What follows belongs to an exercise in optimizing a design on an open flow for small area; a production flow would make more cautious choices. At most, simulation tests tie the RTL to the original design; equivalence was not proved. Power and IR drop assume default switching activity.

Setup of old:
==> module FSM_top, before the edit <==
module FSM_top(emerg_in, g_f, f_f, s_f, emerg_out, motor, reset, clk, seg, next_LED, an);
input emerg_in, g_f, f_f, s_f, reset, clk;
output [6:0] seg;
output [7:0] an;
output emerg_out;
output [2:0] motor;
output [2:0] next_LED;
reg [5:0] a;      
reg h;            
reg [2:0] r;      
reg [4:0] q;      
reg [1:0] d2;
reg [1:0] lf;
reg [9:0] pc;     
reg [2:0] ctl;    
reg m2;           
wire alast = (a[4:0] == 5'b01110);
wire scan = alast & ~h;
wire step = alast & h & (q == 5'd0) & (r[1:0] == 2'd2);
wire emerg = (d2 == 2'd3);
wire [1:0] disp1 = emerg ? 2'd0 : lf;
wire [1:0] disp2 = emerg ? 2'd0 : d2;
reg [1:0] nf;
always @(*) begin
    case (d2)
    2'd0: nf = f_f ? 2'd1 : s_f ? 2'd2 : 2'd0;
    2'd1: nf = g_f ? 2'd0 : s_f ? 2'd2 : 2'd1;
    default: nf = g_f ? 2'd0 : f_f ? 2'd1 : 2'd2;
    endcase
end
reg [2:0] ctl_n;
always @(*) begin
    case ({disp1, disp2})
    4'b0001: ctl_n = 3'b001;
    4'b0010: ctl_n = 3'b101;
    4'b0100: ctl_n = 3'b010;
    4'b0110: ctl_n = 3'b001;
    4'b1000: ctl_n = 3'b110;
    4'b1001: ctl_n = 3'b010;
    default: ctl_n = 3'b000;
    endcase
end
wire [9:0] pc_n = (pc == 10'd1000) ? 10'd0 : pc + 10'd1;
always @(posedge clk or posedge reset) begin
    if (reset) begin
        a <= 6'b011100;
        h <= 1'b0;
        r <= 3'd0;
        q <= 5'd0;
        d2 <= 2'd0;
        lf <= 2'd0;
        pc <= 10'd0;
        ctl <= 3'd0;
        m2 <= 1'b0;
    end else begin
        a <= {a[4:0], a[5] ^ a[0] ^ alast};
        h <= h ^ alast;
        if (scan) begin
            r <= r + 3'd1;
            q <= (q == 5'd24) ? 5'd0 : q + 5'd1;
        end
        if (step) begin
            lf <= disp2;
            d2 <= (emerg_in | emerg) ? 2'd3 : nf;
        end
        pc <= pc_n;
        ctl <= ctl_n;
        m2 <= ctl[2] ? (pc_n < 10'd700) : (pc_n < 10'd400);
    end
end
assign emerg_out = emerg;
assign next_LED = {lf == 2'd2, lf == 2'd1, lf == 2'd0};
assign motor = {m2, ctl[1:0]};
assign an = ~{r == 3'd0, r == 3'd7, r == 3'd6, r == 3'd5, r == 3'd4, r == 3'd3, r == 3'd2, r == 3'd1};
wire [1:0] dv2 = ((q == 5'd0) & ~h) ? lf : disp2;
wire [1:0] dv = (r == 3'd1) ? disp1 : dv2;
wire blank = (r != 3'd1) & (r != 3'd2);
assign seg = blank ? 7'b1111111 :
             (dv == 2'd0) ? 7'b0000001 :
             (dv == 2'd1) ? 7'b1001111 : 7'b0010010;
endmodule
clock: 10.0 ns
lec_check: 0
cap_margin: 20
core_margin: 2
core_utilization: 40
slew_margin: 20
run.sh (not shown) runs the stock make flow with config.mk's settings and CLKGATE_MAP_FILE= SYNTH_SCRIPT=/design/flow/synth_recipe.tcl, a recipe that flattens the netlist after the stock synthesis.
[inputs] new vs old
diff --git a/flow/design.v b/flow/design.v
--- a/flow/design.v
+++ b/flow/design.v
@@ -5,20 +5,19 @@
 output [7:0] an;
 output emerg_out;
 output [2:0] motor;
 output [2:0] next_LED;
-reg [5:0] a;      
-reg h;            
+reg [6:0] a;      
 reg [2:0] r;      
 reg [4:0] q;      
 reg [1:0] d2;
 reg [1:0] lf;
 reg [9:0] pc;     
 reg [2:0] ctl;    
 reg m2;           
-wire alast = (a[4:0] == 5'b01110);
-wire scan = alast & ~h;
-wire step = alast & h & (q == 5'd0) & (r[1:0] == 2'd2);
+wire scan = (a == 7'd49);
+wire wrap = (a == 7'd99);
+wire step = wrap & (q == 5'd0) & (r[1:0] == 2'd2);
 wire emerg = (d2 == 2'd3);
 wire [1:0] disp1 = emerg ? 2'd0 : lf;
 wire [1:0] disp2 = emerg ? 2'd0 : d2;
 reg [1:0] nf;
@@ -43,20 +42,18 @@
 end
 wire [9:0] pc_n = (pc == 10'd1000) ? 10'd0 : pc + 10'd1;
 always @(posedge clk or posedge reset) begin
     if (reset) begin
-        a <= 6'b011100;
-        h <= 1'b0;
+        a <= 7'd0;
         r <= 3'd0;
         q <= 5'd0;
         d2 <= 2'd0;
         lf <= 2'd0;
         pc <= 10'd0;
         ctl <= 3'd0;
         m2 <= 1'b0;
     end else begin
-        a <= {a[4:0], a[5] ^ a[0] ^ alast};
-        h <= h ^ alast;
+        a <= wrap ? 7'd0 : a + 7'd1;
         if (scan) begin
             r <= r + 3'd1;
             q <= (q == 5'd24) ? 5'd0 : q + 5'd1;
         end
@@ -72,9 +69,9 @@
 assign emerg_out = emerg;
 assign next_LED = {lf == 2'd2, lf == 2'd1, lf == 2'd0};
 assign motor = {m2, ctl[1:0]};
 assign an = ~{r == 3'd0, r == 3'd7, r == 3'd6, r == 3'd5, r == 3'd4, r == 3'd3, r == 3'd2, r == 3'd1};
-wire [1:0] dv2 = ((q == 5'd0) & ~h) ? lf : disp2;
+wire [1:0] dv2 = ((q == 5'd0) & (a < 7'd50)) ? lf : disp2;
 wire [1:0] dv = (r == 3'd1) ? disp1 : dv2;
 wire blank = (r != 3'd1) & (r != 3'd2);
 assign seg = blank ? 7'b1111111 :
              (dv == 2'd0) ? 7'b0000001 :
- new has completed all stages; timing, DRC and antenna checks passed.
- old: done, clean on timing, DRC and antenna
- old and new ended up with nearly the same post-cts sizing count.
- Share of the cycle needed by the critical path after routing, old and new, lower one = old.
- Power dissipated in the clock network on new is down relative to old.
- The share of power burned in combinational logic number comes out lower for old vs new.
- Diff old -> new | wire length | increase of 11%
- new — detailed-routed wire length on met2 12% higher, old as reference
- Between new and old, it is new whose hold slack is higher, by 0.16 ns.
- Highest clock frequency the design can meet on new is down relative to old.
- Summary of new over old: normalized max-slew margin fell by 14 points, post-layout net count grew by 23, area fraction in compound gates after synthesis rose 1.1 points.
- Changes observed in new relative to old: design area rose about 4.7%; combinational power now sits higher.
For old, only the layout was checked, not whether the RTL still works.

static timing again, ports no longer ideal:
The results above use ideal ports. As a check the final layouts listed here were re-extracted and re-timed, cells and wires unchanged. Step 1 (the two cells are an assumption about what drives the block):
set clk [get_ports {clk}]
set_driving_cell -lib_cell sky130_fd_sc_hd__clkbuf_16 $clk
set_driving_cell -lib_cell sky130_fd_sc_hd__buf_2 [delete_from_list [all_inputs] $clk]
Step 2 moves the port delays by t, midway between the first and last clock arrival at a register: inputs arrive t later, outputs are due t later. That takes back most of the time a late clock gives input paths. Three values: no drivers, after step 1, after step 2; two values: the first two.
run | t, ns | slack for setup (ns) | worst register clock-pin slew, ns | worst slew at a driven data input, ns
old | 0.308 | 5.283 / 5.257 / 5.565 | 0.07 / 0.07 | 0.03
new | 0.297 | 5.038 / 5.013 / 5.310 | 0.07 / 0.07 | 0.03
After both steps setup and hold are still met in every run listed.
